What follows belongs to an exercise in optimizing a design on an open flow for small area; a production flow would make more cautious choices.
RTL that was checked went through simulation tests only; none was proved equivalent to the original.
The clock port is modelled as an ideal driver; clocking choices that lean on that would not hold on a real chip.
Power is estimated from default activity; no workload was simulated.

==> flow/design.v (excerpt) <==
module tri_mode_mac (
  input  logic        clk,
  input  logic        reset,
  output logic [7:0]  rx_tdata,
  output logic        rx_tvalid,
  output logic        rx_tuser,
  output logic        rx_tlast,
  input  logic [7:0]  tx_tdata,
  input  logic        tx_tvalid,
  output logic        tx_tready,
  input  logic        tx_tuser,
  input  logic        tx_tlast,
  input  logic [1:0]  speed_mode,
  input  logic        mac_address_filter,
  input  logic [47:0] mac_address,
  input  logic        rx_clk_enable,
  output logic        tx_clk_enable,
  output logic [7:0]  gmii_txd,
  output logic        gmii_txen,
  output logic        gmii_txer,
  input  logic [7:0]  gmii_rxd,
  input  logic        gmii_rxdv,
  input  logic        gmii_rxer,
  output logic        mdc_o,
  input  logic        mdio_i,
  output logic        mdio_o,
  output logic        mdio_oe,
  input  logic        mdio_access_request,
  input  logic [1:0]  mdio_access_type,
  input  logic [4:0]  mdio_dev_type,
  input  logic [4:0]  mdio_phy_address,
  input  logic [15:0] mdio_write_data,
  output logic [15:0] mdio_read_data,
  output logic        mdio_access_complete,
  output logic        mdio_busy
  );
For scale: about 860 cells after synthesis, roughly 150 I/O pins.
export LEC_CHECK = 0
export CAP_MARGIN = 20
export CORE_MARGIN = 2
export CORE_UTILIZATION = 65
export SLEW_MARGIN = 20
create_clock -name core_clock -period 8.0 [get_ports {clk}]
standard.sh (not shown) runs the stock make flow with config.mk's settings and CLKGATE_MAP_FILE= SYNTH_SCRIPT=/design/flow/synth_recipe.tcl, a recipe that flattens the netlist after the stock synthesis.
==> flow/flow/run.sh <==
#!/bin/bash
# ORFS layout with three changes from the standard one:
#  - synthesis is the standard synthesis script, except that ABC maps the
#    logic with an area-oriented script (flow/area.abc, &deepsyn). It is run
#    with four random seeds and the smallest result is kept. The flip-flops
#    are mapped before ABC runs, so they are the standard synthesis's;
#  - port buffers use the smallest buffer cell;
#  - the clock tree uses small clock buffers and no dummy loads.
set -euo pipefail
WORK=$PWD
FLOW=$WORK/flow
SEEDS="1 2 3 4"

# synthesis script: ORFS's synth.tcl with ABC's script replaced
for s in $SEEDS; do
  sed "s/@SEED@/$s/" "$FLOW/area.abc" > "$WORK/area_$s.abc"
  sed '/^source .*synth_preamble.tcl/a set abc_args [lreplace $abc_args 1 1 '"$WORK/area_$s.abc"']' \
    "$FLOW_HOME/scripts/synth.tcl" > "$WORK/area_synth_$s.tcl"
  grep -q "area_$s.abc" "$WORK/area_synth_$s.tcl"
  sed "s#\$::env(SCRIPTS_DIR)/synth.tcl#$WORK/area_synth_$s.tcl#" "$WORK/synth_recipe.tcl" > "$WORK/area_synth_recipe_$s.tcl"
  grep -q "area_synth_$s.tcl" "$WORK/area_synth_recipe_$s.tcl"
done

for s in $SEEDS; do
  make -C "$FLOW_HOME" DESIGN_CONFIG="$WORK/config.mk" WORK_HOME="$WORK/orfs_seed$s" CLKGATE_MAP_FILE= \
    SYNTH_SCRIPT="$WORK/area_synth_recipe_$s.tcl" synth > "synth_seed$s.log" 2>&1 &
done
wait

best=""; best_area=""
for s in $SEEDS; do
  stat="$WORK/orfs_seed$s/reports/$FLOW_PLATFORM/tri_mode_mac/base/synth_stat.txt"
  [[ -f "$WORK/orfs_seed$s/results/$FLOW_PLATFORM/tri_mode_mac/base/1_synth.odb" && -f "$stat" ]] || continue
  area=$(sed -nE "s/.*Chip area for module .*: ([0-9.]+).*/\1/p" "$stat" | head -1)
  echo "seed $s: synthesized area $area" | tee -a synth_choice.log
  if [[ -z "$best" ]] || awk -v a="$area" -v b="$best_area" 'BEGIN { exit !(a < b) }'; then
    best=$s; best_area=$area
  fi
done
[[ -n "$best" ]]
echo "kept seed $best" | tee -a synth_choice.log
mv "$WORK/orfs_seed$best" "$WORK/orfs"

export BUFFER_PORTS_ARGS="-buffer_cell sky130_fd_sc_hd__buf_1"
export CTS_ARGS="-sink_clustering_enable -repair_clock_nets -dont_use_dummy_load -buf_list {sky130_fd_sc_hd__clkbuf_4 sky130_fd_sc_hd__clkbuf_8}"
bash standard.sh > flow.log 2>&1
==> flow/flow/area.abc <==
&get -n
&st
&deepsyn -T 30 -S @SEED@
&nf -R 1000 -p
&put
topo
dnsize -c
The baseline finished with timing, DRC and antenna clean.
Rerun with:
- CORE_UTILIZATION: 65 -> 50
After rerunning: Maximum frequency decreases by about 7.5%. Global-route usage decreases by 6.5 points. Worst setup slack degrades by 330 ps. Non-clock buffer count increases by 2. Area after synthesis does not change.
Rerun with:
--- a/flow/flow/run.sh
+++ b/flow/flow/run.sh
@@ -3,3 +3,4 @@
 #  - synthesis is the standard synthesis script, except that ABC maps the
-#    logic with an area-oriented script (flow/area.abc, &deepsyn). It is run
+#    logic with an area-oriented script (flow/area.abc, &deepsyn), and the
+#    adders (counters) are left to ABC instead of half-adder cells. It is run
 #    with four random seeds and the smallest result is kept. The flip-flops
@@ -19,3 +20,4 @@
   grep -q "area_$s.abc" "$WORK/area_synth_$s.tcl"
-  sed "s#\$::env(SCRIPTS_DIR)/synth.tcl#$WORK/area_synth_$s.tcl#" "$WORK/synth_recipe.tcl" > "$WORK/area_synth_recipe_$s.tcl"
+  { echo 'set ::env(ADDER_MAP_FILE) ""'
+    sed "s#\$::env(SCRIPTS_DIR)/synth.tcl#$WORK/area_synth_$s.tcl#" "$WORK/synth_recipe.tcl"; } > "$WORK/area_synth_recipe_$s.tcl"
   grep -q "area_synth_$s.tcl" "$WORK/area_synth_recipe_$s.tcl"
Effect: Clock-buffer cell count stays the same; sequential share of layout area climbs by 1.1 points; worst setup slack is better by 380 ps; global-route usage goes down by 0.96 points; non-clock buffer count shrinks by 3.
No run of this note included a check of the RTL's function; only the layout flow was run.

========
Another version of the RTL of tri_mode_mac (not shown whole).
Size in the first run: roughly 150 I/O pins, about 7900 um^2 of cells after synthesis.
==> flow/config.mk <==
export PLATFORM = sky130hd
export DESIGN_NAME = tri_mode_mac
export DESIGN_NICKNAME = tri_mode_mac
export VERILOG_FILES = /design/flow/design.v
export SDC_FILE = /design/flow/constraint.sdc
export NUM_CORES = 4
export LEC_CHECK = 0
export CAP_MARGIN = 0
export CORE_MARGIN = 2
export CORE_UTILIZATION = 65
export SLEW_MARGIN = 0
==> flow/constraint.sdc <==
create_clock -name core_clock -period 8.0 [get_ports {clk}]
set_input_delay 1.6000 -clock core_clock [delete_from_list [all_inputs] [get_ports {clk}]]
set_output_delay 1.6000 -clock core_clock [all_outputs]
set_load 0.01 [all_outputs]
==> flow/flow/run.sh <==
#!/bin/bash
# ORFS layout with three changes from the standard one:
#  - synthesis is the standard synthesis script, except that ABC maps the
#    logic with an area-oriented script (flow/area.abc, &deepsyn), and the
#    adders (counters) are left to ABC instead of half-adder cells. It is run
#    with twelve random seeds, four at a time, and the smallest result is kept. The flip-flops
#    are mapped before ABC runs, so they are the standard synthesis's;
#  - port buffers use the smallest buffer cell;
#  - the clock tree uses small clock buffers and no dummy loads; after CTS,
#    flow/post_cts.tcl upsizes the clock buffers whose loads see a slow edge.
set -euo pipefail
WORK=$PWD
FLOW=$WORK/flow
SEEDS="1 2 3 4 5 6 7 8 9 10 11 12"

# synthesis script: ORFS's synth.tcl with ABC's script replaced
for s in $SEEDS; do
  sed "s/@SEED@/$s/" "$FLOW/area.abc" > "$WORK/area_$s.abc"
  sed '/^source .*synth_preamble.tcl/a set abc_args [lreplace $abc_args 1 1 '"$WORK/area_$s.abc"']' \
    "$FLOW_HOME/scripts/synth.tcl" > "$WORK/area_synth_$s.tcl"
  grep -q "area_$s.abc" "$WORK/area_synth_$s.tcl"
  { echo 'set ::env(ADDER_MAP_FILE) ""'
    sed "s#\$::env(SCRIPTS_DIR)/synth.tcl#$WORK/area_synth_$s.tcl#" "$WORK/synth_recipe.tcl"; } > "$WORK/area_synth_recipe_$s.tcl"
  grep -q "area_synth_$s.tcl" "$WORK/area_synth_recipe_$s.tcl"
done

n=0
for s in $SEEDS; do
  make -C "$FLOW_HOME" DESIGN_CONFIG="$WORK/config.mk" WORK_HOME="$WORK/orfs_seed$s" CLKGATE_MAP_FILE= \
    SYNTH_SCRIPT="$WORK/area_synth_recipe_$s.tcl" synth > "synth_seed$s.log" 2>&1 &
  n=$((n + 1))
  if (( n % 4 == 0 )); then wait; fi
done
wait

best=""; best_area=""
for s in $SEEDS; do
  stat="$WORK/orfs_seed$s/reports/$FLOW_PLATFORM/tri_mode_mac/base/synth_stat.txt"
  [[ -f "$WORK/orfs_seed$s/results/$FLOW_PLATFORM/tri_mode_mac/base/1_synth.odb" && -f "$stat" ]] || continue
  area=$(sed -nE "s/.*Chip area for module .*: ([0-9.]+).*/\1/p" "$stat" | head -1)
  echo "seed $s: synthesized area $area" | tee -a synth_choice.log
  if [[ -z "$best" ]] || awk -v a="$area" -v b="$best_area" 'BEGIN { exit !(a < b) }'; then
    best=$s; best_area=$area
  fi
done
[[ -n "$best" ]]
echo "kept seed $best" | tee -a synth_choice.log
mv "$WORK/orfs_seed$best" "$WORK/orfs"

export BUFFER_PORTS_ARGS="-buffer_cell sky130_fd_sc_hd__buf_1"
export CTS_ARGS="-sink_clustering_enable -repair_clock_nets -dont_use_dummy_load -root_buf sky130_fd_sc_hd__clkbuf_8 -buf_list {sky130_fd_sc_hd__clkbuf_4}"
export POST_CTS_TCL="$FLOW/post_cts.tcl"
bash standard.sh > flow.log 2>&1
Scripts as last shown in full above: flow/flow/area.abc
Other scripts of this flow, unchanged in this note and not shown: flow/flow/post_cts.tcl
The first run went through all stages and came out clean.
Edit:
CAP_MARGIN = 20   (was 0)
CORE_UTILIZATION = 75   (was 65)
SLEW_MARGIN = 20   (was 0)
Result: Die area drops by about 13%; sequential power stays flat; total power climbs by about 0.7%; clock skew is about the same.
Edit:
CORE_UTILIZATION = 65   (was 75)
=> Cell area grows by 0.37%; power went down by about 1.2%; sequential share of layout area falls by 0.17 points; count of clock-buffer cells in the layout is unchanged; first-iteration DRC count falls by about 33%.

-- static timing again, ports no longer ideal --
The results above use ideal ports. As a check the final layouts listed here were re-extracted and re-timed, cells and wires unchanged. Step 1 (the two cells are an assumption about what drives the block):
set clk [get_ports {clk}]
set_driving_cell -lib_cell sky130_fd_sc_hd__clkbuf_16 $clk
set_driving_cell -lib_cell sky130_fd_sc_hd__buf_2 [delete_from_list [all_inputs] $clk]
Step 2 times the ports against the registers' clock, not the clock port: input delays grow and output delays shrink by t, the midpoint of the rising clock arrivals with the driver on. Three values: ideal ports, drivers, drivers and shift; two values: the first two.
run | t, ns | setup WS [ns] | worst register clock-pin slew, ns
the first run of note 1 | 0.483 | 3.999 / 4.013 / 3.530 | 0.08 / 0.08
the second run of note 1 | 0.476 | 3.673 / 3.686 / 3.210 | 0.09 / 0.09
the third run of note 1 | 0.469 | 4.048 / 4.043 / 3.588 | 0.08 / 0.08
the first run of note 2 | 0.457 | 3.473 / 3.482 / 3.025 | 0.11 / 0.11
the second run of note 2 | 0.464 | 3.492 / 3.504 / 3.040 | 0.12 / 0.12
the third run of note 2 | 0.451 | 3.475 / 3.489 / 3.038 | 0.11 / 0.11
After both steps every run listed still meets setup and hold. The setup slack of the first run of note 1, which loses most, moves by +0.014 ns with the drivers and by -0.469 ns with both steps.
